Source: an optimization exercise on an open RTL-to-GDS flow (aim: small area, a short achievable clock period and few clock cycles). Production flows keep margins and buffers that such runs may drop.
No run shown here included a check of the RTL's function; only the layout flow was run.

`flow/design.v`:
```
module D_FF (q, d, reset, clk);
	output logic q;
	input logic d, reset, clk;
	always_ff @(posedge clk)
		if (reset)
			q <= 0;  
		else
			q <= d;  
endmodule
module FF_en(q, d, en, reset, clk);
	output q;
	input d, en, reset, clk;
	wire dat;
	D_FF ff(.q, .d(dat), .reset, .clk);
	NAND_MUX_2x1 muxs(.out(dat), .select(en), .invSelect(~en), .in({d, q}));
endmodule
module NAND_MUX_2x1(out, select, invSelect, in);
	output out;
	input select, invSelect;
	input [1:0] in;
	wire one, zero;
	nand oneNand(one, select, in[1]);
	nand zeroNand(zero, invSelect, in[0]);
	nand sumNand(out, one, zero);
endmodule
module NAND_MUX_4x1(out, select, invSelect, in);
	output out;
	input [1:0] select, invSelect;
	input [3:0] in;
	wire three, two, one, zero;
	nand zeroNand(zero, in[0], invSelect[1], invSelect[0]);
	nand oneNand(one, in[1], invSelect[1], select[0]);
	nand twoNand(two, in[2], select[1], invSelect[0]);
	nand threeNand(three, in[3], select[1], select[0]);
	nand sumNand(out, three, two, one, zero);
endmodule
module adderC65 (val1, val2, Cin, valOut);
	input logic [64:0] val1, val2;
	input logic Cin;
	output logic [64:0] valOut; 
	logic [64:0] cinToCout;
	genvar i;
	generate
		for(i=0; i<64; i++) begin : eachAdder
			full_adder adder(.S(valOut[i+1]), .Cout(cinToCout[i+1]), .A(val1[i+1]), .B(val2[i+1]), .Cin(cinToCout[i]));
		end
	endgenerate
	full_adder startAdder(.S(valOut[0]), .Cout(cinToCout[0]), .A(val1[0]), .B(val2[0]), .Cin);
endmodule
module divider1(quotient, valid_out, divisor, dividend, valid_in, rst, clk);
  output [63:0] quotient;
  output valid_out;
  input [63:0] divisor, dividend;
  input valid_in, rst, clk;
  localparam int K  = 2;           
  localparam int LK = $clog2(K);
  localparam int DW = 64 + K - 1;  
  localparam [1:0] IDLE = 2'd0, PREP = 2'd1, ITER = 2'd2;
  logic [1:0]    state;
  logic          vo;
  logic [63:0]   ra;    
  logic [63:0]   rb;    
  logic [DW-1:0] rd;    
  logic [63:0]   rq;    
  logic [5:0]    cnt;
  logic          neg;
  assign valid_out = vo;
  assign quotient  = rq;
  wire sa = ra[63];
  wire sb = rb[63];
  wire [63:0] ma = sa ? (64'd0 - ra) : ra;
  wire [63:0] mb = sb ? (64'd0 - rb) : rb;
  function automatic logic [6:0] msb64(input logic [63:0] x);
    logic [63:0] v0;
    logic [31:0] v1; logic [15:0] v2; logic [7:0] v3; logic [3:0] v4; logic [1:0] v5; logic v6;
    logic [0:0] p1 [32]; logic [1:0] p2 [16]; logic [2:0] p3 [8]; logic [3:0] p4 [4];
    logic [4:0] p5 [2]; logic [5:0] p6;
    v0 = x;
    for (int i = 0; i < 32; i++) begin v1[i] = v0[2*i+1] | v0[2*i]; p1[i] = v0[2*i+1]; end
    for (int i = 0; i < 16; i++) begin v2[i] = v1[2*i+1] | v1[2*i]; p2[i] = v1[2*i+1] ? {1'b1, p1[2*i+1]} : {1'b0, p1[2*i]}; end
    for (int i = 0; i < 8; i++)  begin v3[i] = v2[2*i+1] | v2[2*i]; p3[i] = v2[2*i+1] ? {1'b1, p2[2*i+1]} : {1'b0, p2[2*i]}; end
    for (int i = 0; i < 4; i++)  begin v4[i] = v3[2*i+1] | v3[2*i]; p4[i] = v3[2*i+1] ? {1'b1, p3[2*i+1]} : {1'b0, p3[2*i]}; end
    for (int i = 0; i < 2; i++)  begin v5[i] = v4[2*i+1] | v4[2*i]; p5[i] = v4[2*i+1] ? {1'b1, p4[2*i+1]} : {1'b0, p4[2*i]}; end
    v6 = v5[1] | v5[0]; p6 = v5[1] ? {1'b1, p5[1]} : {1'b0, p5[0]};
    msb64 = {v6, p6};
  endfunction
  wire [6:0] la = msb64(ma);
  wire [6:0] lb = msb64(mb);
  wire       bz = ~lb[6];                      
  wire       az = ~la[6];                      
  wire [6:0] sdiff = {1'b0, la[5:0]} - {1'b0, lb[5:0]};
  wire       zq = az | sdiff[6];               
  wire [5:0] s  = sdiff[5:0];
  wire [5:0] kmask = K - 1;
  wire [5:0] sk = s & ~kmask;
  wire [DW-1:0] dal = {{(K-1){1'b0}}, mb} << (K - 1);
  wire [DW-1:0] dsh = dal << sk;
  logic [63:0]   rnext;
  logic [K-1:0]  qb;
  always_comb begin
    logic [63:0] r;
    logic [64+K:0] t;
    r = ra;
    for (int j = 0; j < K; j++) begin
      t = {{(K+1){1'b0}}, r} - {2'b0, (rd >> j)};
      qb[K-1-j] = ~t[64+K];
      if (~t[64+K]) r = t[63:0];
    end
    rnext = r;
  end
  wire [63:0] qn   = {rq[63-K:0], qb};
  wire [63-K:0] qhn = ~rq[63-K:0] + 1'b1;
  wire [63:0] qneg = {(qb == '0) ? qhn : ~rq[63-K:0], (~qb) + 1'b1};
  wire last = (cnt == 6'd0);
  always_ff @(posedge clk) begin
    if (rst) begin
      state <= IDLE;
      vo    <= 1'b0;
    end else begin
      vo <= 1'b0;
      case (state)
        IDLE: if (valid_in) state <= PREP;
        PREP: begin
          if (bz | zq) begin
            state <= IDLE;
            vo    <= 1'b1;
          end else begin
            state <= ITER;
          end
        end
        ITER: if (last) begin
          state <= IDLE;
          vo    <= 1'b1;
        end
        default: state <= IDLE;
      endcase
    end
  end
  always_ff @(posedge clk) begin
    case (state)
      IDLE: begin
        ra <= dividend;
        rb <= divisor;
      end
      PREP: begin
        ra  <= ma;
        rd  <= dsh;
        rq  <= bz ? {{63{~sa}}, 1'b1} : 64'd0;
        neg <= sa ^ sb;
        cnt <= s >> LK;
      end
      ITER: begin
        ra  <= rnext;
        rd  <= rd >> K;
        rq  <= (last & neg) ? qneg : qn;
        cnt <= cnt - 1'b1;
      end
      default: ;
    endcase
  end
endmodule
module full_adder(S, Cout, A, B, Cin);
	output S, Cout;
	input A, B, Cin;
	wire AB, AC, BC;
	xor sum(S, A, B, Cin);
	nand ab(AB, A, B);
	nand ac(AC, A, Cin);
	nand bc(BC, B, Cin);
	nand abc(Cout, AB, AC, BC);
endmodule
module mux_2x1_X65(outs, select, invSelect, ins);
	output [64:0] outs;
	input select, invSelect;
	input [1:0][64:0] ins;
		NAND_MUX_2x1 m7(.out(outs[7]), .select, .invSelect, .in({ins[1][7], ins[0][7]}));
	NAND_MUX_2x1 m6(.out(outs[6]), .select, .invSelect, .in({ins[1][6], ins[0][6]}));
	NAND_MUX_2x1 m5(.out(outs[5]), .select, .invSelect, .in({ins[1][5], ins[0][5]}));
	NAND_MUX_2x1 m4(.out(outs[4]), .select, .invSelect, .in({ins[1][4], ins[0][4]}));
	NAND_MUX_2x1 m3(.out(outs[3]), .select, .invSelect, .in({ins[1][3], ins[0][3]}));
	NAND_MUX_2x1 m2(.out(outs[2]), .select, .invSelect, .in({ins[1][2], ins[0][2]}));
	NAND_MUX_2x1 m1(.out(outs[1]), .select, .invSelect, .in({ins[1][1], ins[0][1]}));
	NAND_MUX_2x1 m0(.out(outs[0]), .select, .invSelect, .in({ins[1][0], ins[0][0]}));
		NAND_MUX_2x1 m15(.out(outs[15]), .select, .invSelect, .in({ins[1][15], ins[0][15]}));
	NAND_MUX_2x1 m14(.out(outs[14]), .select, .invSelect, .in({ins[1][14], ins[0][14]}));
	NAND_MUX_2x1 m13(.out(outs[13]), .select, .invSelect, .in({ins[1][13], ins[0][13]}));
	NAND_MUX_2x1 m12(.out(outs[12]), .select, .invSelect, .in({ins[1][12], ins[0][12]}));
	NAND_MUX_2x1 m11(.out(outs[11]), .select, .invSelect, .in({ins[1][11], ins[0][11]}));
	NAND_MUX_2x1 m10(.out(outs[10]), .select, .invSelect, .in({ins[1][10], ins[0][10]}));
	NAND_MUX_2x1 m9(.out(outs[9]), .select, .invSelect, .in({ins[1][9], ins[0][9]}));
	NAND_MUX_2x1 m8(.out(outs[8]), .select, .invSelect, .in({ins[1][8], ins[0][8]}));
		NAND_MUX_2x1 m23(.out(outs[23]), .select, .invSelect, .in({ins[1][23], ins[0][23]}));
	NAND_MUX_2x1 m22(.out(outs[22]), .select, .invSelect, .in({ins[1][22], ins[0][22]}));
	NAND_MUX_2x1 m21(.out(outs[21]), .select, .invSelect, .in({ins[1][21], ins[0][21]}));
	NAND_MUX_2x1 m20(.out(outs[20]), .select, .invSelect, .in({ins[1][20], ins[0][20]}));
	NAND_MUX_2x1 m19(.out(outs[19]), .select, .invSelect, .in({ins[1][19], ins[0][19]}));
	NAND_MUX_2x1 m18(.out(outs[18]), .select, .invSelect, .in({ins[1][18], ins[0][18]}));
	NAND_MUX_2x1 m17(.out(outs[17]), .select, .invSelect, .in({ins[1][17], ins[0][17]}));
	NAND_MUX_2x1 m16(.out(outs[16]), .select, .invSelect, .in({ins[1][16], ins[0][16]}));
		NAND_MUX_2x1 m31(.out(outs[31]), .select, .invSelect, .in({ins[1][31], ins[0][31]}));
	NAND_MUX_2x1 m30(.out(outs[30]), .select, .invSelect, .in({ins[1][30], ins[0][30]}));
	NAND_MUX_2x1 m29(.out(outs[29]), .select, .invSelect, .in({ins[1][29], ins[0][29]}));
	NAND_MUX_2x1 m28(.out(outs[28]), .select, .invSelect, .in({ins[1][28], ins[0][28]}));
	NAND_MUX_2x1 m27(.out(outs[27]), .select, .invSelect, .in({ins[1][27], ins[0][27]}));
	NAND_MUX_2x1 m26(.out(outs[26]), .select, .invSelect, .in({ins[1][26], ins[0][26]}));
	NAND_MUX_2x1 m25(.out(outs[25]), .select, .invSelect, .in({ins[1][25], ins[0][25]}));
	NAND_MUX_2x1 m24(.out(outs[24]), .select, .invSelect, .in({ins[1][24], ins[0][24]}));
		NAND_MUX_2x1 m39(.out(outs[39]), .select, .invSelect, .in({ins[1][39], ins[0][39]}));
	NAND_MUX_2x1 m38(.out(outs[38]), .select, .invSelect, .in({ins[1][38], ins[0][38]}));
	NAND_MUX_2x1 m37(.out(outs[37]), .select, .invSelect, .in({ins[1][37], ins[0][37]}));
	NAND_MUX_2x1 m36(.out(outs[36]), .select, .invSelect, .in({ins[1][36], ins[0][36]}));
	NAND_MUX_2x1 m35(.out(outs[35]), .select, .invSelect, .in({ins[1][35], ins[0][35]}));
	NAND_MUX_2x1 m34(.out(outs[34]), .select, .invSelect, .in({ins[1][34], ins[0][34]}));
	NAND_MUX_2x1 m33(.out(outs[33]), .select, .invSelect, .in({ins[1][33], ins[0][33]}));
	NAND_MUX_2x1 m32(.out(outs[32]), .select, .invSelect, .in({ins[1][32], ins[0][32]}));
		NAND_MUX_2x1 m47(.out(outs[47]), .select, .invSelect, .in({ins[1][47], ins[0][47]}));
	NAND_MUX_2x1 m46(.out(outs[46]), .select, .invSelect, .in({ins[1][46], ins[0][46]}));
	NAND_MUX_2x1 m45(.out(outs[45]), .select, .invSelect, .in({ins[1][45], ins[0][45]}));
	NAND_MUX_2x1 m44(.out(outs[44]), .select, .invSelect, .in({ins[1][44], ins[0][44]}));
	NAND_MUX_2x1 m43(.out(outs[43]), .select, .invSelect, .in({ins[1][43], ins[0][43]}));
	NAND_MUX_2x1 m42(.out(outs[42]), .select, .invSelect, .in({ins[1][42], ins[0][42]}));
	NAND_MUX_2x1 m41(.out(outs[41]), .select, .invSelect, .in({ins[1][41], ins[0][41]}));
	NAND_MUX_2x1 m40(.out(outs[40]), .select, .invSelect, .in({ins[1][40], ins[0][40]}));
		NAND_MUX_2x1 m55(.out(outs[55]), .select, .invSelect, .in({ins[1][55], ins[0][55]}));
	NAND_MUX_2x1 m54(.out(outs[54]), .select, .invSelect, .in({ins[1][54], ins[0][54]}));
	NAND_MUX_2x1 m53(.out(outs[53]), .select, .invSelect, .in({ins[1][53], ins[0][53]}));
	NAND_MUX_2x1 m52(.out(outs[52]), .select, .invSelect, .in({ins[1][52], ins[0][52]}));
	NAND_MUX_2x1 m51(.out(outs[51]), .select, .invSelect, .in({ins[1][51], ins[0][51]}));
	NAND_MUX_2x1 m50(.out(outs[50]), .select, .invSelect, .in({ins[1][50], ins[0][50]}));
	NAND_MUX_2x1 m49(.out(outs[49]), .select, .invSelect, .in({ins[1][49], ins[0][49]}));
	NAND_MUX_2x1 m48(.out(outs[48]), .select, .invSelect, .in({ins[1][48], ins[0][48]}));
		NAND_MUX_2x1 m63(.out(outs[63]), .select, .invSelect, .in({ins[1][63], ins[0][63]}));
	NAND_MUX_2x1 m62(.out(outs[62]), .select, .invSelect, .in({ins[1][62], ins[0][62]}));
	NAND_MUX_2x1 m61(.out(outs[61]), .select, .invSelect, .in({ins[1][61], ins[0][61]}));
	NAND_MUX_2x1 m60(.out(outs[60]), .select, .invSelect, .in({ins[1][60], ins[0][60]}));
	NAND_MUX_2x1 m59(.out(outs[59]), .select, .invSelect, .in({ins[1][59], ins[0][59]}));
	NAND_MUX_2x1 m58(.out(outs[58]), .select, .invSelect, .in({ins[1][58], ins[0][58]}));
	NAND_MUX_2x1 m57(.out(outs[57]), .select, .invSelect, .in({ins[1][57], ins[0][57]}));
	NAND_MUX_2x1 m56(.out(outs[56]), .select, .invSelect, .in({ins[1][56], ins[0][56]}));
		NAND_MUX_2x1 m64(.out(outs[64]), .select, .invSelect, .in({ins[1][64], ins[0][64]}));
endmodule
module mux_4x1_X65(outs, select, invSelect, ins);
	output [64:0] outs;
	input [1:0] select, invSelect;
	input [3:0][64:0] ins;
		NAND_MUX_4x1 m7(.out(outs[7]), .select, .invSelect, .in({ins[3][7], ins[2][7], ins[1][7], ins[0][7]}));
	NAND_MUX_4x1 m6(.out(outs[6]), .select, .invSelect, .in({ins[3][6], ins[2][6], ins[1][6], ins[0][6]}));
	NAND_MUX_4x1 m5(.out(outs[5]), .select, .invSelect, .in({ins[3][5], ins[2][5], ins[1][5], ins[0][5]}));
	NAND_MUX_4x1 m4(.out(outs[4]), .select, .invSelect, .in({ins[3][4], ins[2][4], ins[1][4], ins[0][4]}));
	NAND_MUX_4x1 m3(.out(outs[3]), .select, .invSelect, .in({ins[3][3], ins[2][3], ins[1][3], ins[0][3]}));
	NAND_MUX_4x1 m2(.out(outs[2]), .select, .invSelect, .in({ins[3][2], ins[2][2], ins[1][2], ins[0][2]}));
	NAND_MUX_4x1 m1(.out(outs[1]), .select, .invSelect, .in({ins[3][1], ins[2][1], ins[1][1], ins[0][1]}));
	NAND_MUX_4x1 m0(.out(outs[0]), .select, .invSelect, .in({ins[3][0], ins[2][0], ins[1][0], ins[0][0]}));
		NAND_MUX_4x1 m15(.out(outs[15]), .select, .invSelect, .in({ins[3][15], ins[2][15], ins[1][7], ins[0][15]}));
	NAND_MUX_4x1 m14(.out(outs[14]), .select, .invSelect, .in({ins[3][14], ins[2][14], ins[1][7], ins[0][14]}));
	NAND_MUX_4x1 m13(.out(outs[13]), .select, .invSelect, .in({ins[3][13], ins[2][13], ins[1][7], ins[0][13]}));
	NAND_MUX_4x1 m12(.out(outs[12]), .select, .invSelect, .in({ins[3][12], ins[2][12], ins[1][7], ins[0][12]}));
	NAND_MUX_4x1 m11(.out(outs[11]), .select, .invSelect, .in({ins[3][11], ins[2][11], ins[1][7], ins[0][11]}));
	NAND_MUX_4x1 m10(.out(outs[10]), .select, .invSelect, .in({ins[3][10], ins[2][10], ins[1][7], ins[0][10]}));
	NAND_MUX_4x1 m9(.out(outs[9]), .select, .invSelect, .in({ins[3][9], ins[2][9], ins[1][7], ins[0][9]}));
	NAND_MUX_4x1 m8(.out(outs[8]), .select, .invSelect, .in({ins[3][8], ins[2][8], ins[1][7], ins[0][8]}));
		NAND_MUX_4x1 m23(.out(outs[23]), .select, .invSelect, .in({ins[3][23], ins[2][23], ins[1][23], ins[0][23]}));
	NAND_MUX_4x1 m22(.out(outs[22]), .select, .invSelect, .in({ins[3][22], ins[2][22], ins[1][22], ins[0][22]}));
	NAND_MUX_4x1 m21(.out(outs[21]), .select, .invSelect, .in({ins[3][21], ins[2][21], ins[1][21], ins[0][21]}));
	NAND_MUX_4x1 m20(.out(outs[20]), .select, .invSelect, .in({ins[3][20], ins[2][20], ins[1][20], ins[0][20]}));
	NAND_MUX_4x1 m19(.out(outs[19]), .select, .invSelect, .in({ins[3][19], ins[2][19], ins[1][19], ins[0][19]}));
	NAND_MUX_4x1 m18(.out(outs[18]), .select, .invSelect, .in({ins[3][18], ins[2][18], ins[1][18], ins[0][18]}));
	NAND_MUX_4x1 m17(.out(outs[17]), .select, .invSelect, .in({ins[3][17], ins[2][17], ins[1][17], ins[0][17]}));
	NAND_MUX_4x1 m16(.out(outs[16]), .select, .invSelect, .in({ins[3][16], ins[2][16], ins[1][16], ins[0][16]}));
		NAND_MUX_4x1 m31(.out(outs[31]), .select, .invSelect, .in({ins[3][31], ins[2][31], ins[1][31], ins[0][31]}));
	NAND_MUX_4x1 m30(.out(outs[30]), .select, .invSelect, .in({ins[3][30], ins[2][30], ins[1][30], ins[0][30]}));
	NAND_MUX_4x1 m29(.out(outs[29]), .select, .invSelect, .in({ins[3][29], ins[2][29], ins[1][29], ins[0][29]}));
	NAND_MUX_4x1 m28(.out(outs[28]), .select, .invSelect, .in({ins[3][28], ins[2][28], ins[1][28], ins[0][28]}));
	NAND_MUX_4x1 m27(.out(outs[27]), .select, .invSelect, .in({ins[3][27], ins[2][27], ins[1][27], ins[0][27]}));
	NAND_MUX_4x1 m26(.out(outs[26]), .select, .invSelect, .in({ins[3][26], ins[2][26], ins[1][26], ins[0][26]}));
	NAND_MUX_4x1 m25(.out(outs[25]), .select, .invSelect, .in({ins[3][25], ins[2][25], ins[1][25], ins[0][25]}));
	NAND_MUX_4x1 m24(.out(outs[24]), .select, .invSelect, .in({ins[3][24], ins[2][24], ins[1][24], ins[0][24]}));
		NAND_MUX_4x1 m39(.out(outs[39]), .select, .invSelect, .in({ins[3][39], ins[2][39], ins[1][39], ins[0][39]}));
	NAND_MUX_4x1 m38(.out(outs[38]), .select, .invSelect, .in({ins[3][38], ins[2][38], ins[1][38], ins[0][38]}));
	NAND_MUX_4x1 m37(.out(outs[37]), .select, .invSelect, .in({ins[3][37], ins[2][37], ins[1][37], ins[0][37]}));
	NAND_MUX_4x1 m36(.out(outs[36]), .select, .invSelect, .in({ins[3][36], ins[2][36], ins[1][36], ins[0][36]}));
	NAND_MUX_4x1 m35(.out(outs[35]), .select, .invSelect, .in({ins[3][35], ins[2][35], ins[1][35], ins[0][35]}));
	NAND_MUX_4x1 m34(.out(outs[34]), .select, .invSelect, .in({ins[3][34], ins[2][34], ins[1][34], ins[0][34]}));
	NAND_MUX_4x1 m33(.out(outs[33]), .select, .invSelect, .in({ins[3][33], ins[2][33], ins[1][33], ins[0][33]}));
	NAND_MUX_4x1 m32(.out(outs[32]), .select, .invSelect, .in({ins[3][32], ins[2][32], ins[1][32], ins[0][32]}));
		NAND_MUX_4x1 m47(.out(outs[47]), .select, .invSelect, .in({ins[3][47], ins[2][47], ins[1][47], ins[0][47]}));
	NAND_MUX_4x1 m46(.out(outs[46]), .select, .invSelect, .in({ins[3][46], ins[2][46], ins[1][46], ins[0][46]}));
	NAND_MUX_4x1 m45(.out(outs[45]), .select, .invSelect, .in({ins[3][45], ins[2][45], ins[1][45], ins[0][45]}));
	NAND_MUX_4x1 m44(.out(outs[44]), .select, .invSelect, .in({ins[3][44], ins[2][44], ins[1][44], ins[0][44]}));
	NAND_MUX_4x1 m43(.out(outs[43]), .select, .invSelect, .in({ins[3][43], ins[2][43], ins[1][43], ins[0][43]}));
	NAND_MUX_4x1 m42(.out(outs[42]), .select, .invSelect, .in({ins[3][42], ins[2][42], ins[1][42], ins[0][42]}));
	NAND_MUX_4x1 m41(.out(outs[41]), .select, .invSelect, .in({ins[3][41], ins[2][41], ins[1][41], ins[0][41]}));
	NAND_MUX_4x1 m40(.out(outs[40]), .select, .invSelect, .in({ins[3][40], ins[2][40], ins[1][40], ins[0][40]}));
		NAND_MUX_4x1 m55(.out(outs[55]), .select, .invSelect, .in({ins[3][55], ins[2][55], ins[1][55], ins[0][55]}));
	NAND_MUX_4x1 m54(.out(outs[54]), .select, .invSelect, .in({ins[3][54], ins[2][54], ins[1][54], ins[0][54]}));
	NAND_MUX_4x1 m53(.out(outs[53]), .select, .invSelect, .in({ins[3][53], ins[2][53], ins[1][53], ins[0][53]}));
	NAND_MUX_4x1 m52(.out(outs[52]), .select, .invSelect, .in({ins[3][52], ins[2][52], ins[1][52], ins[0][52]}));
	NAND_MUX_4x1 m51(.out(outs[51]), .select, .invSelect, .in({ins[3][51], ins[2][51], ins[1][51], ins[0][51]}));
	NAND_MUX_4x1 m50(.out(outs[50]), .select, .invSelect, .in({ins[3][50], ins[2][50], ins[1][50], ins[0][50]}));
	NAND_MUX_4x1 m49(.out(outs[49]), .select, .invSelect, .in({ins[3][49], ins[2][49], ins[1][49], ins[0][49]}));
	NAND_MUX_4x1 m48(.out(outs[48]), .select, .invSelect, .in({ins[3][48], ins[2][48], ins[1][48], ins[0][48]}));
		NAND_MUX_4x1 m63(.out(outs[63]), .select, .invSelect, .in({ins[3][63], ins[2][63], ins[1][63], ins[0][63]}));
	NAND_MUX_4x1 m62(.out(outs[62]), .select, .invSelect, .in({ins[3][62], ins[2][62], ins[1][62], ins[0][62]}));
	NAND_MUX_4x1 m61(.out(outs[61]), .select, .invSelect, .in({ins[3][61], ins[2][61], ins[1][61], ins[0][61]}));
	NAND_MUX_4x1 m60(.out(outs[60]), .select, .invSelect, .in({ins[3][60], ins[2][60], ins[1][60], ins[0][60]}));
	NAND_MUX_4x1 m59(.out(outs[59]), .select, .invSelect, .in({ins[3][59], ins[2][59], ins[1][59], ins[0][59]}));
	NAND_MUX_4x1 m58(.out(outs[58]), .select, .invSelect, .in({ins[3][58], ins[2][58], ins[1][58], ins[0][58]}));
	NAND_MUX_4x1 m57(.out(outs[57]), .select, .invSelect, .in({ins[3][57], ins[2][57], ins[1][57], ins[0][57]}));
	NAND_MUX_4x1 m56(.out(outs[56]), .select, .invSelect, .in({ins[3][56], ins[2][56], ins[1][56], ins[0][56]}));
		NAND_MUX_4x1 m64(.out(outs[64]), .select, .invSelect, .in({ins[3][64], ins[2][64], ins[1][64], ins[0][64]}));
endmodule
module norifier(outs, ins1, ins0);
	output [63:0] outs;
	input [63:0] ins1, ins0;
		nor oa7(outs[7], ins1[7], ins0[7]);
	nor oa6(outs[6], ins1[6], ins0[6]);
	nor oa5(outs[5], ins1[5], ins0[5]);
	nor oa4(outs[4], ins1[4], ins0[4]);
	nor oa3(outs[3], ins1[3], ins0[3]);
	nor oa2(outs[2], ins1[2], ins0[2]);
	nor oa1(outs[1], ins1[1], ins0[1]);
	nor oa0(outs[0], ins1[0], ins0[0]);
		nor oa15(outs[15], ins1[15], ins0[15]);
	nor oa14(outs[14], ins1[14], ins0[14]);
	nor oa13(outs[13], ins1[13], ins0[13]);
	nor oa12(outs[12], ins1[12], ins0[12]);
	nor oa11(outs[11], ins1[11], ins0[11]);
	nor oa10(outs[10], ins1[10], ins0[10]);
	nor oa9(outs[9], ins1[9], ins0[9]);
	nor oa8(outs[8], ins1[8], ins0[8]);
		nor oa23(outs[23], ins1[23], ins0[23]);
	nor oa22(outs[22], ins1[22], ins0[22]);
	nor oa21(outs[21], ins1[21], ins0[21]);
	nor oa20(outs[20], ins1[20], ins0[20]);
	nor oa19(outs[19], ins1[19], ins0[19]);
	nor oa18(outs[18], ins1[18], ins0[18]);
	nor oa17(outs[17], ins1[17], ins0[17]);
	nor oa16(outs[16], ins1[16], ins0[16]);
		nor oa31(outs[31], ins1[31], ins0[31]);
	nor oa30(outs[30], ins1[30], ins0[30]);
	nor oa29(outs[29], ins1[29], ins0[29]);
	nor oa28(outs[28], ins1[28], ins0[28]);
	nor oa27(outs[27], ins1[27], ins0[27]);
	nor oa26(outs[26], ins1[26], ins0[26]);
	nor oa25(outs[25], ins1[25], ins0[25]);
	nor oa24(outs[24], ins1[24], ins0[24]);
		nor oa39(outs[39], ins1[39], ins0[39]);
	nor oa38(outs[38], ins1[38], ins0[38]);
	nor oa37(outs[37], ins1[37], ins0[37]);
	nor oa36(outs[36], ins1[36], ins0[36]);
	nor oa35(outs[35], ins1[35], ins0[35]);
	nor oa34(outs[34], ins1[34], ins0[34]);
	nor oa33(outs[33], ins1[33], ins0[33]);
	nor oa32(outs[32], ins1[32], ins0[32]);
		nor oa47(outs[47], ins1[47], ins0[47]);
	nor oa46(outs[46], ins1[46], ins0[46]);
	nor oa45(outs[45], ins1[45], ins0[45]);
	nor oa44(outs[44], ins1[44], ins0[44]);
	nor oa43(outs[43], ins1[43], ins0[43]);
	nor oa42(outs[42], ins1[42], ins0[42]);
	nor oa41(outs[41], ins1[41], ins0[41]);
	nor oa40(outs[40], ins1[40], ins0[40]);
		nor oa55(outs[55], ins1[55], ins0[55]);
	nor oa54(outs[54], ins1[54], ins0[54]);
	nor oa53(outs[53], ins1[53], ins0[53]);
	nor oa52(outs[52], ins1[52], ins0[52]);
	nor oa51(outs[51], ins1[51], ins0[51]);
	nor oa50(outs[50], ins1[50], ins0[50]);
	nor oa49(outs[49], ins1[49], ins0[49]);
	nor oa48(outs[48], ins1[48], ins0[48]);
		nor oa63(outs[63], ins1[63], ins0[63]);
	nor oa62(outs[62], ins1[62], ins0[62]);
	nor oa61(outs[61], ins1[61], ins0[61]);
	nor oa60(outs[60], ins1[60], ins0[60]);
	nor oa59(outs[59], ins1[59], ins0[59]);
	nor oa58(outs[58], ins1[58], ins0[58]);
	nor oa57(outs[57], ins1[57], ins0[57]);
	nor oa56(outs[56], ins1[56], ins0[56]);
endmodule
module registerX64(outs, ins, en, rst, clk);
	output [63:0] outs;
	input [63:0] ins;
	input en, rst, clk;
		FF_en r7(.q(outs[7]), .d(ins[7]), .en, .reset(rst), .clk);
	FF_en r6(.q(outs[6]), .d(ins[6]), .en, .reset(rst), .clk);
	FF_en r5(.q(outs[5]), .d(ins[5]), .en, .reset(rst), .clk);
	FF_en r4(.q(outs[4]), .d(ins[4]), .en, .reset(rst), .clk);
	FF_en r3(.q(outs[3]), .d(ins[3]), .en, .reset(rst), .clk);
	FF_en r2(.q(outs[2]), .d(ins[2]), .en, .reset(rst), .clk);
	FF_en r1(.q(outs[1]), .d(ins[1]), .en, .reset(rst), .clk);
	FF_en r0(.q(outs[0]), .d(ins[0]), .en, .reset(rst), .clk);
		FF_en r15(.q(outs[15]), .d(ins[15]), .en, .reset(rst), .clk);
	FF_en r14(.q(outs[14]), .d(ins[14]), .en, .reset(rst), .clk);
	FF_en r13(.q(outs[13]), .d(ins[13]), .en, .reset(rst), .clk);
	FF_en r12(.q(outs[12]), .d(ins[12]), .en, .reset(rst), .clk);
	FF_en r11(.q(outs[11]), .d(ins[11]), .en, .reset(rst), .clk);
	FF_en r10(.q(outs[10]), .d(ins[10]), .en, .reset(rst), .clk);
	FF_en r9(.q(outs[9]), .d(ins[9]), .en, .reset(rst), .clk);
	FF_en r8(.q(outs[8]), .d(ins[8]), .en, .reset(rst), .clk);
		FF_en r23(.q(outs[23]), .d(ins[23]), .en, .reset(rst), .clk);
	FF_en r22(.q(outs[22]), .d(ins[22]), .en, .reset(rst), .clk);
	FF_en r21(.q(outs[21]), .d(ins[21]), .en, .reset(rst), .clk);
	FF_en r20(.q(outs[20]), .d(ins[20]), .en, .reset(rst), .clk);
	FF_en r19(.q(outs[19]), .d(ins[19]), .en, .reset(rst), .clk);
	FF_en r18(.q(outs[18]), .d(ins[18]), .en, .reset(rst), .clk);
	FF_en r17(.q(outs[17]), .d(ins[17]), .en, .reset(rst), .clk);
	FF_en r16(.q(outs[16]), .d(ins[16]), .en, .reset(rst), .clk);
		FF_en r31(.q(outs[31]), .d(ins[31]), .en, .reset(rst), .clk);
	FF_en r30(.q(outs[30]), .d(ins[30]), .en, .reset(rst), .clk);
	FF_en r29(.q(outs[29]), .d(ins[29]), .en, .reset(rst), .clk);
	FF_en r28(.q(outs[28]), .d(ins[28]), .en, .reset(rst), .clk);
	FF_en r27(.q(outs[27]), .d(ins[27]), .en, .reset(rst), .clk);
	FF_en r26(.q(outs[26]), .d(ins[26]), .en, .reset(rst), .clk);
	FF_en r25(.q(outs[25]), .d(ins[25]), .en, .reset(rst), .clk);
	FF_en r24(.q(outs[24]), .d(ins[24]), .en, .reset(rst), .clk);
		FF_en r39(.q(outs[39]), .d(ins[39]), .en, .reset(rst), .clk);
	FF_en r38(.q(outs[38]), .d(ins[38]), .en, .reset(rst), .clk);
	FF_en r37(.q(outs[37]), .d(ins[37]), .en, .reset(rst), .clk);
	FF_en r36(.q(outs[36]), .d(ins[36]), .en, .reset(rst), .clk);
	FF_en r35(.q(outs[35]), .d(ins[35]), .en, .reset(rst), .clk);
	FF_en r34(.q(outs[34]), .d(ins[34]), .en, .reset(rst), .clk);
	FF_en r33(.q(outs[33]), .d(ins[33]), .en, .reset(rst), .clk);
	FF_en r32(.q(outs[32]), .d(ins[32]), .en, .reset(rst), .clk);
		FF_en r47(.q(outs[47]), .d(ins[47]), .en, .reset(rst), .clk);
	FF_en r46(.q(outs[46]), .d(ins[46]), .en, .reset(rst), .clk);
	FF_en r45(.q(outs[45]), .d(ins[45]), .en, .reset(rst), .clk);
	FF_en r44(.q(outs[44]), .d(ins[44]), .en, .reset(rst), .clk);
	FF_en r43(.q(outs[43]), .d(ins[43]), .en, .reset(rst), .clk);
	FF_en r42(.q(outs[42]), .d(ins[42]), .en, .reset(rst), .clk);
	FF_en r41(.q(outs[41]), .d(ins[41]), .en, .reset(rst), .clk);
	FF_en r40(.q(outs[40]), .d(ins[40]), .en, .reset(rst), .clk);
		FF_en r55(.q(outs[55]), .d(ins[55]), .en, .reset(rst), .clk);
	FF_en r54(.q(outs[54]), .d(ins[54]), .en, .reset(rst), .clk);
	FF_en r53(.q(outs[53]), .d(ins[53]), .en, .reset(rst), .clk);
	FF_en r52(.q(outs[52]), .d(ins[52]), .en, .reset(rst), .clk);
	FF_en r51(.q(outs[51]), .d(ins[51]), .en, .reset(rst), .clk);
	FF_en r50(.q(outs[50]), .d(ins[50]), .en, .reset(rst), .clk);
	FF_en r49(.q(outs[49]), .d(ins[49]), .en, .reset(rst), .clk);
	FF_en r48(.q(outs[48]), .d(ins[48]), .en, .reset(rst), .clk);
		FF_en r63(.q(outs[63]), .d(ins[63]), .en, .reset(rst), .clk);
	FF_en r62(.q(outs[62]), .d(ins[62]), .en, .reset(rst), .clk);
	FF_en r61(.q(outs[61]), .d(ins[61]), .en, .reset(rst), .clk);
	FF_en r60(.q(outs[60]), .d(ins[60]), .en, .reset(rst), .clk);
	FF_en r59(.q(outs[59]), .d(ins[59]), .en, .reset(rst), .clk);
	FF_en r58(.q(outs[58]), .d(ins[58]), .en, .reset(rst), .clk);
	FF_en r57(.q(outs[57]), .d(ins[57]), .en, .reset(rst), .clk);
	FF_en r56(.q(outs[56]), .d(ins[56]), .en, .reset(rst), .clk);
endmodule
module registerX65(outs, ins, en, rst, clk);
	output [64:0] outs;
	input [64:0] ins;
	input en, rst, clk;
		FF_en r7(.q(outs[7]), .d(ins[7]), .en, .reset(rst), .clk);
	FF_en r6(.q(outs[6]), .d(ins[6]), .en, .reset(rst), .clk);
	FF_en r5(.q(outs[5]), .d(ins[5]), .en, .reset(rst), .clk);
	FF_en r4(.q(outs[4]), .d(ins[4]), .en, .reset(rst), .clk);
	FF_en r3(.q(outs[3]), .d(ins[3]), .en, .reset(rst), .clk);
	FF_en r2(.q(outs[2]), .d(ins[2]), .en, .reset(rst), .clk);
	FF_en r1(.q(outs[1]), .d(ins[1]), .en, .reset(rst), .clk);
	FF_en r0(.q(outs[0]), .d(ins[0]), .en, .reset(rst), .clk);
		FF_en r15(.q(outs[15]), .d(ins[15]), .en, .reset(rst), .clk);
	FF_en r14(.q(outs[14]), .d(ins[14]), .en, .reset(rst), .clk);
	FF_en r13(.q(outs[13]), .d(ins[13]), .en, .reset(rst), .clk);
	FF_en r12(.q(outs[12]), .d(ins[12]), .en, .reset(rst), .clk);
	FF_en r11(.q(outs[11]), .d(ins[11]), .en, .reset(rst), .clk);
	FF_en r10(.q(outs[10]), .d(ins[10]), .en, .reset(rst), .clk);
	FF_en r9(.q(outs[9]), .d(ins[9]), .en, .reset(rst), .clk);
	FF_en r8(.q(outs[8]), .d(ins[8]), .en, .reset(rst), .clk);
		FF_en r23(.q(outs[23]), .d(ins[23]), .en, .reset(rst), .clk);
	FF_en r22(.q(outs[22]), .d(ins[22]), .en, .reset(rst), .clk);
	FF_en r21(.q(outs[21]), .d(ins[21]), .en, .reset(rst), .clk);
	FF_en r20(.q(outs[20]), .d(ins[20]), .en, .reset(rst), .clk);
	FF_en r19(.q(outs[19]), .d(ins[19]), .en, .reset(rst), .clk);
	FF_en r18(.q(outs[18]), .d(ins[18]), .en, .reset(rst), .clk);
	FF_en r17(.q(outs[17]), .d(ins[17]), .en, .reset(rst), .clk);
	FF_en r16(.q(outs[16]), .d(ins[16]), .en, .reset(rst), .clk);
		FF_en r31(.q(outs[31]), .d(ins[31]), .en, .reset(rst), .clk);
	FF_en r30(.q(outs[30]), .d(ins[30]), .en, .reset(rst), .clk);
	FF_en r29(.q(outs[29]), .d(ins[29]), .en, .reset(rst), .clk);
	FF_en r28(.q(outs[28]), .d(ins[28]), .en, .reset(rst), .clk);
	FF_en r27(.q(outs[27]), .d(ins[27]), .en, .reset(rst), .clk);
	FF_en r26(.q(outs[26]), .d(ins[26]), .en, .reset(rst), .clk);
	FF_en r25(.q(outs[25]), .d(ins[25]), .en, .reset(rst), .clk);
	FF_en r24(.q(outs[24]), .d(ins[24]), .en, .reset(rst), .clk);
		FF_en r39(.q(outs[39]), .d(ins[39]), .en, .reset(rst), .clk);
	FF_en r38(.q(outs[38]), .d(ins[38]), .en, .reset(rst), .clk);
	FF_en r37(.q(outs[37]), .d(ins[37]), .en, .reset(rst), .clk);
	FF_en r36(.q(outs[36]), .d(ins[36]), .en, .reset(rst), .clk);
	FF_en r35(.q(outs[35]), .d(ins[35]), .en, .reset(rst), .clk);
	FF_en r34(.q(outs[34]), .d(ins[34]), .en, .reset(rst), .clk);
	FF_en r33(.q(outs[33]), .d(ins[33]), .en, .reset(rst), .clk);
	FF_en r32(.q(outs[32]), .d(ins[32]), .en, .reset(rst), .clk);
		FF_en r47(.q(outs[47]), .d(ins[47]), .en, .reset(rst), .clk);
	FF_en r46(.q(outs[46]), .d(ins[46]), .en, .reset(rst), .clk);
	FF_en r45(.q(outs[45]), .d(ins[45]), .en, .reset(rst), .clk);
	FF_en r44(.q(outs[44]), .d(ins[44]), .en, .reset(rst), .clk);
	FF_en r43(.q(outs[43]), .d(ins[43]), .en, .reset(rst), .clk);
	FF_en r42(.q(outs[42]), .d(ins[42]), .en, .reset(rst), .clk);
	FF_en r41(.q(outs[41]), .d(ins[41]), .en, .reset(rst), .clk);
	FF_en r40(.q(outs[40]), .d(ins[40]), .en, .reset(rst), .clk);
		FF_en r55(.q(outs[55]), .d(ins[55]), .en, .reset(rst), .clk);
	FF_en r54(.q(outs[54]), .d(ins[54]), .en, .reset(rst), .clk);
	FF_en r53(.q(outs[53]), .d(ins[53]), .en, .reset(rst), .clk);
	FF_en r52(.q(outs[52]), .d(ins[52]), .en, .reset(rst), .clk);
	FF_en r51(.q(outs[51]), .d(ins[51]), .en, .reset(rst), .clk);
	FF_en r50(.q(outs[50]), .d(ins[50]), .en, .reset(rst), .clk);
	FF_en r49(.q(outs[49]), .d(ins[49]), .en, .reset(rst), .clk);
	FF_en r48(.q(outs[48]), .d(ins[48]), .en, .reset(rst), .clk);
		FF_en r63(.q(outs[63]), .d(ins[63]), .en, .reset(rst), .clk);
	FF_en r62(.q(outs[62]), .d(ins[62]), .en, .reset(rst), .clk);
	FF_en r61(.q(outs[61]), .d(ins[61]), .en, .reset(rst), .clk);
	FF_en r60(.q(outs[60]), .d(ins[60]), .en, .reset(rst), .clk);
	FF_en r59(.q(outs[59]), .d(ins[59]), .en, .reset(rst), .clk);
	FF_en r58(.q(outs[58]), .d(ins[58]), .en, .reset(rst), .clk);
	FF_en r57(.q(outs[57]), .d(ins[57]), .en, .reset(rst), .clk);
	FF_en r56(.q(outs[56]), .d(ins[56]), .en, .reset(rst), .clk);
		FF_en r64(.q(outs[64]), .d(ins[64]), .en, .reset(rst), .clk);
endmodule
module xnorifier(outs, ins1, ins0);
	output [63:0] outs;
	input [63:0] ins1, ins0;
		xnor  xoa7(outs[7], ins1[7], ins0[7]);
	xnor xoa6(outs[6], ins1[6], ins0[6]);
	xnor xoa5(outs[5], ins1[5], ins0[5]);
	xnor xoa4(outs[4], ins1[4], ins0[4]);
	xnor xoa3(outs[3], ins1[3], ins0[3]);
	xnor xoa2(outs[2], ins1[2], ins0[2]);
	xnor xoa1(outs[1], ins1[1], ins0[1]);
	xnor xoa0(outs[0], ins1[0], ins0[0]);
		xnor xoa15(outs[15], ins1[15], ins0[15]);
	xnor xoa14(outs[14], ins1[14], ins0[14]);
	xnor xoa13(outs[13], ins1[13], ins0[13]);
	xnor xoa12(outs[12], ins1[12], ins0[12]);
	xnor xoa11(outs[11], ins1[11], ins0[11]);
	xnor xoa10(outs[10], ins1[10], ins0[10]);
	xnor xoa9(outs[9], ins1[9], ins0[9]);
	xnor xoa8(outs[8], ins1[8], ins0[8]);
		xnor xoa23(outs[23], ins1[23], ins0[23]);
	xnor xoa22(outs[22], ins1[22], ins0[22]);
	xnor xoa21(outs[21], ins1[21], ins0[21]);
	xnor xoa20(outs[20], ins1[20], ins0[20]);
	xnor xoa19(outs[19], ins1[19], ins0[19]);
	xnor xoa18(outs[18], ins1[18], ins0[18]);
	xnor xoa17(outs[17], ins1[17], ins0[17]);
	xnor xoa16(outs[16], ins1[16], ins0[16]);
		xnor xoa31(outs[31], ins1[31], ins0[31]);
	xnor xoa30(outs[30], ins1[30], ins0[30]);
	xnor xoa29(outs[29], ins1[29], ins0[29]);
	xnor xoa28(outs[28], ins1[28], ins0[28]);
	xnor xoa27(outs[27], ins1[27], ins0[27]);
	xnor xoa26(outs[26], ins1[26], ins0[26]);
	xnor xoa25(outs[25], ins1[25], ins0[25]);
	xnor xoa24(outs[24], ins1[24], ins0[24]);
		xnor xoa39(outs[39], ins1[39], ins0[39]);
	xnor xoa38(outs[38], ins1[38], ins0[38]);
	xnor xoa37(outs[37], ins1[37], ins0[37]);
	xnor xoa36(outs[36], ins1[36], ins0[36]);
	xnor xoa35(outs[35], ins1[35], ins0[35]);
	xnor xoa34(outs[34], ins1[34], ins0[34]);
	xnor xoa33(outs[33], ins1[33], ins0[33]);
	xnor xoa32(outs[32], ins1[32], ins0[32]);
		xnor xoa47(outs[47], ins1[47], ins0[47]);
	xnor xoa46(outs[46], ins1[46], ins0[46]);
	xnor xoa45(outs[45], ins1[45], ins0[45]);
	xnor xoa44(outs[44], ins1[44], ins0[44]);
	xnor xoa43(outs[43], ins1[43], ins0[43]);
	xnor xoa42(outs[42], ins1[42], ins0[42]);
	xnor xoa41(outs[41], ins1[41], ins0[41]);
	xnor xoa40(outs[40], ins1[40], ins0[40]);
		xnor xoa55(outs[55], ins1[55], ins0[55]);
	xnor xoa54(outs[54], ins1[54], ins0[54]);
	xnor xoa53(outs[53], ins1[53], ins0[53]);
	xnor xoa52(outs[52], ins1[52], ins0[52]);
	xnor xoa51(outs[51], ins1[51], ins0[51]);
	xnor xoa50(outs[50], ins1[50], ins0[50]);
	xnor xoa49(outs[49], ins1[49], ins0[49]);
	xnor xoa48(outs[48], ins1[48], ins0[48]);
		xnor xoa63(outs[63], ins1[63], ins0[63]);
	xnor xoa62(outs[62], ins1[62], ins0[62]);
	xnor xoa61(outs[61], ins1[61], ins0[61]);
	xnor xoa60(outs[60], ins1[60], ins0[60]);
	xnor xoa59(outs[59], ins1[59], ins0[59]);
	xnor xoa58(outs[58], ins1[58], ins0[58]);
	xnor xoa57(outs[57], ins1[57], ins0[57]);
	xnor xoa56(outs[56], ins1[56], ins0[56]);
endmodule
```
`flow/constraint.sdc`:
```
create_clock -name core_clock -period 32.0 [get_ports {clk}]
set_input_delay 6.4000 -clock core_clock [delete_from_list [all_inputs] [get_ports {clk}]]
set_output_delay 6.4000 -clock core_clock [all_outputs]
set_load 0.01 [all_outputs]
```
`flow/run.sh`:
```
#!/bin/bash
# synth_recipe.tcl (not shown) runs the flow's synth.tcl, then flattens the netlist and writes it again
# the make line also repeats each setting of config.mk as NAME=value (left out here)
make -C /OpenROAD-flow-scripts/flow DESIGN_CONFIG=/design/flow/config.mk WORK_HOME=/design/flow/orfs CLKGATE_MAP_FILE= SYNTH_SCRIPT=/design/flow/synth_recipe.tcl finish
```
`flow/config.mk`:
```
export PLATFORM = sky130hd
export DESIGN_NAME = divider1
export DESIGN_NICKNAME = divider1
export VERILOG_FILES = /design/flow/design.v
export SDC_FILE = /design/flow/constraint.sdc
export NUM_CORES = 8
export LEC_CHECK = 0
export CAP_MARGIN = 20
export CORE_MARGIN = 2
export CORE_UTILIZATION = 40
export SLEW_MARGIN = 20
```
==> qor.txt, run 1 <==
H-Tree Depth: 2
Largest net degree at the start of global routing: 92
Global route total overflow: 0
Wire length per cell: 23.0 um
Slew Viols, Final: 0
Maxcap violations: 0
Tmin final: 12460 ps
Crit-path max FO: 54
Bufs on Longest Clock Path: 3
First-pass GRT wire length: 170 mm
Worst-margin pin slew: 1180 ps
Post-CTS setup buffers: 0
Seq/Total Area, Yosys: 27.0%
Area of the mapped netlist: 29600 sq um
Synth top area cells: edfxtp_1, ha_1, a21oi_1, o21ai_0, xnor2_1
Ys async rst share: 0%
Die H: 276 um
Rel. slew slack: 21.3%
Area growth, synth to finish: 13.2%
Vias per cell: 6.26
DR vias: 30.1k
CP endpoint kind: flip-flop
Crit path kind: reg -> reg
Final wirelength: 110 mm
Max Clock Skew: 29.1 ps
Initial Util: 40.5%
Setup violators final: 0
Leading area contributor after synthesis: edfxtp_1
Clock sink count: 267
DP Wirelength: 83.6 mm
Clock transition at path regs: 60 ps
Post-CTS sizing: 0
Post-synth top flop: edfxtp_1
Die area: 76200 sq um
Clock root buffer: clkbuf_16
Outcome: finished clean
Ports: 196
Clk latency of the worst-skew pair: 600 ps
Synth Register Bits: 267
RSZ-0062 raised after global routing: false
F_max: 80.2 MHz
Buffers on Ports: 195
CP required: 32290 ps
Post-synth cell types: 94
Final hold viol count: 0
Worst EP arrival: 12750 ps
Post-DRT Antenna Nets: 0
Initial DRT Pass Iterations: 17
Setup slack, reg-to-reg: 19540 ps
Diode count: 0
Die Width: 276 um
Drt drc: 0
Overall routing resource usage: 28.0%
Setup TNS: 0 ps
Yosys warnings: 11
Cell Rows: 99
Peak per-stage delay on the critical path: 700 ps
Core box area: 73100 sq um
Initial antenna violation count: 0
Fin crit share: 39.0%
Detailed Route Iter0 Violations: 3192
Slowest cell on crit path: o31ai_4
Syn Inst Count: 3792
Cts bufs inserted: 37
Post-cts hold buffer count: 0
Count leader, synth: nor2_1
Post-synth top cells: nor2_1, nand2_1, a21oi_1
GP Congestion: 0.981
CTS tree: built
NumNets Final: 4098
Hold/Removal Path Class: reg -> reg
Layout cells sized above 1: 4.99%
Mean post-synth cell area: 7.81 sq um
Vias in the first global route: 27.8k
Mapped Nets: 4069
Post-synth top area share: 26.8%
Worst setup SP type: flip-flop
Number of flops mapped to enable cells by yosys: 264
Fillers: 7381
sequential cells by signal (all words and copies together), names as in the netlist:
register,count
cnt,6
rq,64
ra,64
vo,1
neg,1
rd,65
state,2
rb,64
cell usage in the layout (no fill, tap or decap), types with 37 or more instances in the layout:
| cell | instances |
|---|---|
| nor2_1 | 366 |
| nand2_1 | 347 |
| a21oi_1 | 334 |
| o21ai_0 | 309 |
| edfxtp_1 | 264 |
| clkdlybuf4s50_1 | 195 |
| xnor2_1 | 170 |
| inv_1 | 143 |
| ha_1 | 141 |
| xor2_1 | 132 |
| a21o_1 | 127 |
| nor3_1 | 123 |
| o31ai_1 | 71 |
| nand3_1 | 66 |
| or3_1 | 55 |
| mux2i_1 | 53 |
| a211oi_1 | 50 |
| a31oi_1 | 48 |
| nor4_1 | 47 |
| nand2b_1 | 47 |
| and3_1 | 47 |
| buf_4 | 46 |
| nand4_1 | 45 |
| or4_1 | 38 |
| clkbuf_16 | 37 |
layer usage:
layer | vias to the layer above | global-route usage (%) | wire (um)
met5 | - | 0 | 0
met4 | 0 | 10.7 | 4500
met3 | 206 | 3.40 | 7870
met2 | 1264 | 44.0 | 48900
met1 | 14379 | 39.3 | 49100
li1 | 14261 | - | -
final timing paths:
path / depth (start not counted) / start / endpoint
setup / recovery: 40 / ra[4] / rq[61]
hold / removal: 2 / rd[62] / rd[60]
setup reg to reg: 40 / ra[4] / rq[61]
hold reg to reg: 2 / rd[62] / rd[60]
metrics by stage:
stage | area [sq um] | utilization (%) | hold slack (ps) | std cells | worst slack (ps)
final | 33500 | 45.9 | 558 | 4808 | 19540
after global routing | 33500 | 45.9 | 581 | 4808 | 18290
after CTS | 33500 | 45.8 | 561 | 4807 | 19300
after detailed placement | 32200 | 44.1 | 548 | 4740 | 19340
after global placement | 32200 | 44.1 | 538 | 4740 | 19640
after floorplan | 29600 | - | 515 | 3792 | 21930
worst max-delay path, delay by kind of cell (launching register included):
kind,cells,cell delay [ps]
AOI/OAI and AO/OA,23,6470
xor gates and xnor gates,1,140
adders and majority gates,4,1350
buffers and inverters,3,1010
DFF,1,580
and+or+nand+nor,9,2520
kinds of logic (layout without fill, tap and decap cells):
logic type / count (synthesis) / in the layout / share of synthesized area (%)
buffers and inverters: 399 / 456 / 5.16
AOI/OAI and AO/OA: 1294 / 1294 / 28.6
adders and majority gates: 146 / 146 / 6.25
DFF: 267 / 267 / 27.0
xor gates and xnor gates: 306 / 306 / 9.05
and+or+nand+nor: 1308 / 1308 / 21.4
muxes: 72 / 72 / 2.55
cell type report:
class                   count  area [sq um]  area share (%)
clock buffers              45           956            2.85
clock inverters            22           309           0.922
inverters                 146           548            1.63
multi-input cells        3126         20200            60.3
flip-flops and latches    267          7990            23.8
well taps                 959          1200            3.58
repair buffers            243          2320            6.93
==> run 2, diff against run 1 <==
--- a/flow/design.v
+++ b/flow/design.v
@@ -52,7 +52,7 @@
   output valid_out;
   input [63:0] divisor, dividend;
   input valid_in, rst, clk;
-  localparam int K  = 2;           
+  localparam int K  = 4;           
   localparam int LK = $clog2(K);
   localparam int DW = 64 + K - 1;  
   localparam [1:0] IDLE = 2'd0, PREP = 2'd1, ITER = 2'd2;
==> run 2 against run 1 <==
Against the previous run:
- still clean on timing, DRC and antenna
- critical path depth increased by 28
- via count increased by 26%
- register-to-register slack worse by 7600 ps
- setup slack got worse by 7600 ps
- worst hold slack gained 6.6 ps
- first-iteration DRC count is 32% higher
- critical endpoint is now rq[56]
==> qor.txt, run 2 <==
Outcome: finished clean (unchanged)
Mean post-synth cell area: 7.93 sq um (was 7.81 sq um)
Detailed Route Iter0 Violations: 4220 (was 3192)
Worst setup SP type: flip-flop (unchanged)
Syn Inst Count: 4740 (was 3792)
Slew Viols, Final: 0 (unchanged)
Leading area contributor after synthesis: edfxtp_1 (unchanged)
Die H: 311 um (was 276 um)
Largest Register: rd (unchanged)
Drt drc: 0 (unchanged)
Setup violators final: 0 (unchanged)
CP required: 32360 ps (was 32290 ps)
Number of flops mapped to enable cells by yosys: 266 (was 264)
Ys async rst share: 0% (unchanged)
DP Wirelength: 113 mm (was 83.6 mm)
Most frequent cell on the critical path: a21oi_1
Worst EP arrival: 20440 ps (was 12750 ps)
Initial antenna violation count: 4 (was 0)
Post-CTS sizing: 0 (unchanged)
Maxcap violations: 0 (unchanged)
Clock transition at path regs: 60 ps (about the same)
Slowest cell on crit path: a211oi_1 (was o31ai_4)
Global route total overflow: 0 (unchanged)
Setup TNS: 0 ps (unchanged)
Rel. slew slack: 15.3% (was 21.3%)
Mapped Nets: 5146 (was 4069)
Seq/Total Area, Yosys: 21.4% (was 27.0%)
Final hold viol count: 0 (unchanged)
Area growth, synth to finish: 11.2% (was 13.2%)
RSZ-0062 raised after global routing: false (unchanged)
Initial DRT Pass Iterations: 8 (was 17)
Largest net degree at the start of global routing: 129 (was 92)
F_max: 49.8 MHz (was 80.2 MHz)
NumNets Final: 5171 (was 4098)
Overall routing resource usage: 28.3% (was 28.0%)
Max FFs per register: 67 (was 65)
Post-synth cell types: 105 (was 94)
Tmin final: 20080 ps (was 12460 ps)
Hold/Removal Path Class: reg -> reg (unchanged)
Wire length per cell: 23.5 um (was 23.0 um)
Cell Rows: 112 (was 99)
Clock root buffer: clkbuf_16 (unchanged)
First-pass GRT wire length: 215 mm (was 170 mm)
DR vias: 37.8k (was 30.1k)
Vias in the first global route: 34.9k (was 27.8k)
Ports: 196 (unchanged)
Final core occ: 44.9% (was 45.9%)
Post-synth top flop: edfxtp_1 (unchanged)
Synth top area cells: edfxtp_1, ha_1, xnor2_1, a21o_1, a21oi_1 (was edfxtp_1, ha_1, a21oi_1, o21ai_0, xnor2_1)
Initial Util: 40.4% (was 40.5%)
Commonest non-fill, non-tap cell in the layout: a21oi_1 (was nor2_1)
Die Width: 311 um (was 276 um)
Worst-margin pin slew: 1260 ps (was 1180 ps)
CTS tree: built (unchanged)
Layout cells sized above 1: 5.80% (was 4.99%)
Vias per cell: 6.25 (was 6.26)
H-Tree Depth: 2 (unchanged)
Crit path kind: reg -> reg (unchanged)
Buffers on Ports: 195 (unchanged)
Peak per-stage delay on the critical path: 690 ps (was 700 ps)
Cts bufs inserted: 37 (unchanged)
Post-synth top cells: a21oi_1, nor2_1, nand2_1 (was nor2_1, nand2_1, a21oi_1)
Post-synth top area share: 21.2% (was 26.8%)
Post-CTS setup buffers: 0 (unchanged)
Bufs on Longest Clock Path: 3 (unchanged)
Fin crit share: 62.8% (was 39.0%)
Final wirelength: 142 mm (was 110 mm)
Clk latency of the worst-skew pair: 630 ps (was 600 ps)
Clock sink count: 269 (was 267)
Count leader, synth: a21oi_1 (was nor2_1)
Max Clock Skew: 31.3 ps (was 29.1 ps)
Post-route cell area: 41800 sq um (was 33500 sq um)
Die area: 96500 sq um (was 76200 sq um)
Yosys warnings: 11 (unchanged)
GP Congestion: 0.991 (was 0.981)
CP endpoint kind: flip-flop (unchanged)
Core box area: 93200 sq um (was 73100 sq um)
Area of the mapped netlist: 37600 sq um (was 29600 sq um)
Synth Register Bits: 269 (was 267)
Most frequent cells in the layout: a21oi_1, nor2_1, nand2_1 (was nor2_1, nand2_1, a21oi_1)
Post-DRT Antenna Nets: 0 (unchanged)
Post-cts hold buffer count: 0 (unchanged)
Fillers: 9385 (was 7381)
Placed instance area: 40500 sq um (was 32200 sq um)
Crit-path max FO: 77 (was 54)
## run 2: changes by cell type in the layout (fill, tap and decap cells not counted), moves of 62 or more
| cell | delta |
|---|---|
| mux2i_1 | +67 |
| ha_1 | +128 |
| mux2_2 | +62 |
| xnor2_1 | +62 |
| inv_1 | +81 |
| a21o_1 | +135 |
## run 2: final cells by class
cell class	instances	area (sq um)	area share, %
Antenna cell	2	5.00	0.0120
Clock buffer	43	948	2.27
Multi-Input combinational cell	3991	27800	66.4
Sequential cell	269	8050	19.2
Inverter	227	852	2.04
Timing Repair Buffer	239	2290	5.49
Tap cell	1254	1570	3.75
Clock inverter	25	343	0.820
## run 2: worst max-delay path, delay by kind of cell, from the launching register on
kind | cells | cell delay [ps]
AOI/OAI and AO/OA | 38 | 10090
xor gates and xnor gates | 1 | 180
adders and majority gates | 7 | 2050
buffers and inverters | 12 | 3800
DFF | 1 | 580
muxes | 2 | 760
and+or+nand+nor | 8 | 2110
## run 2: routing by layer
metal | routed length, um | up-vias | global-route usage, %
li1 | - | 17965 | -
met3 | 13500 | 212 | 5.37
met1 | 65400 | 17921 | 41.5
met4 | 4750 | 4 | 9.66
met2 | 58700 | 1725 | 41.2
met5 | 27 | - | 0
## run 2: metrics by stage
stage / worst slack, ps / std cells / hold slack (ps)
5_1_grt: 10650 / 6050 / 603
3_5_place_dp: 12380 / 5980 / 547
6_report: 11920 / 6050 / 564
4_1_cts: 12290 / 6048 / 562
2_1_floorplan: 16580 / 4740 / 514
3_3_place_gp: 12670 / 5980 / 539
## run 2: logic make-up after synthesis
kind of cell | share of synthesized area [%]
and+or+nand+nor | 19.0
AOI/OAI and AO/OA | 29.8
adders and majority gates | 9.23
DFF | 21.4
buffers and inverters | 5.05
muxes | 5.73
xor gates and xnor gates | 9.83
## run 2: worst paths after layout
kind	startpoint	end	slack (ps)	depth (start not counted)
hold reg to reg	rd[6]	rd[2]	560	1
setup / recovery	ra[10]	rq[56]	11920	68
setup reg to reg	ra[10]	rq[56]	11920	68
hold / removal	rd[6]	rd[2]	560	1

## static timing again, ports no longer ideal
No port has a modelled driver above. Below, the same layouts with a new extraction and two added sets of constraints. Step 1 assumes that a clkbuf_16 drives the clock port and a buf_2 every other input. Step 2 moves the port delays by t, midway between the first and last clock arrival at a register: inputs arrive t later, outputs are due t later. That takes back most of the time a late clock gives input paths. a / b / c = ideal / step 1 / step 2; a / b = the first two.
run	t, ns	slack for setup (ns)	worst setup path after step 2
run 1	0.649	19.535 / 19.535 / 19.535	register to register
run 2	0.685	11.917 / 11.917 / 11.917	register to register
After both steps every run listed still meets setup and hold.
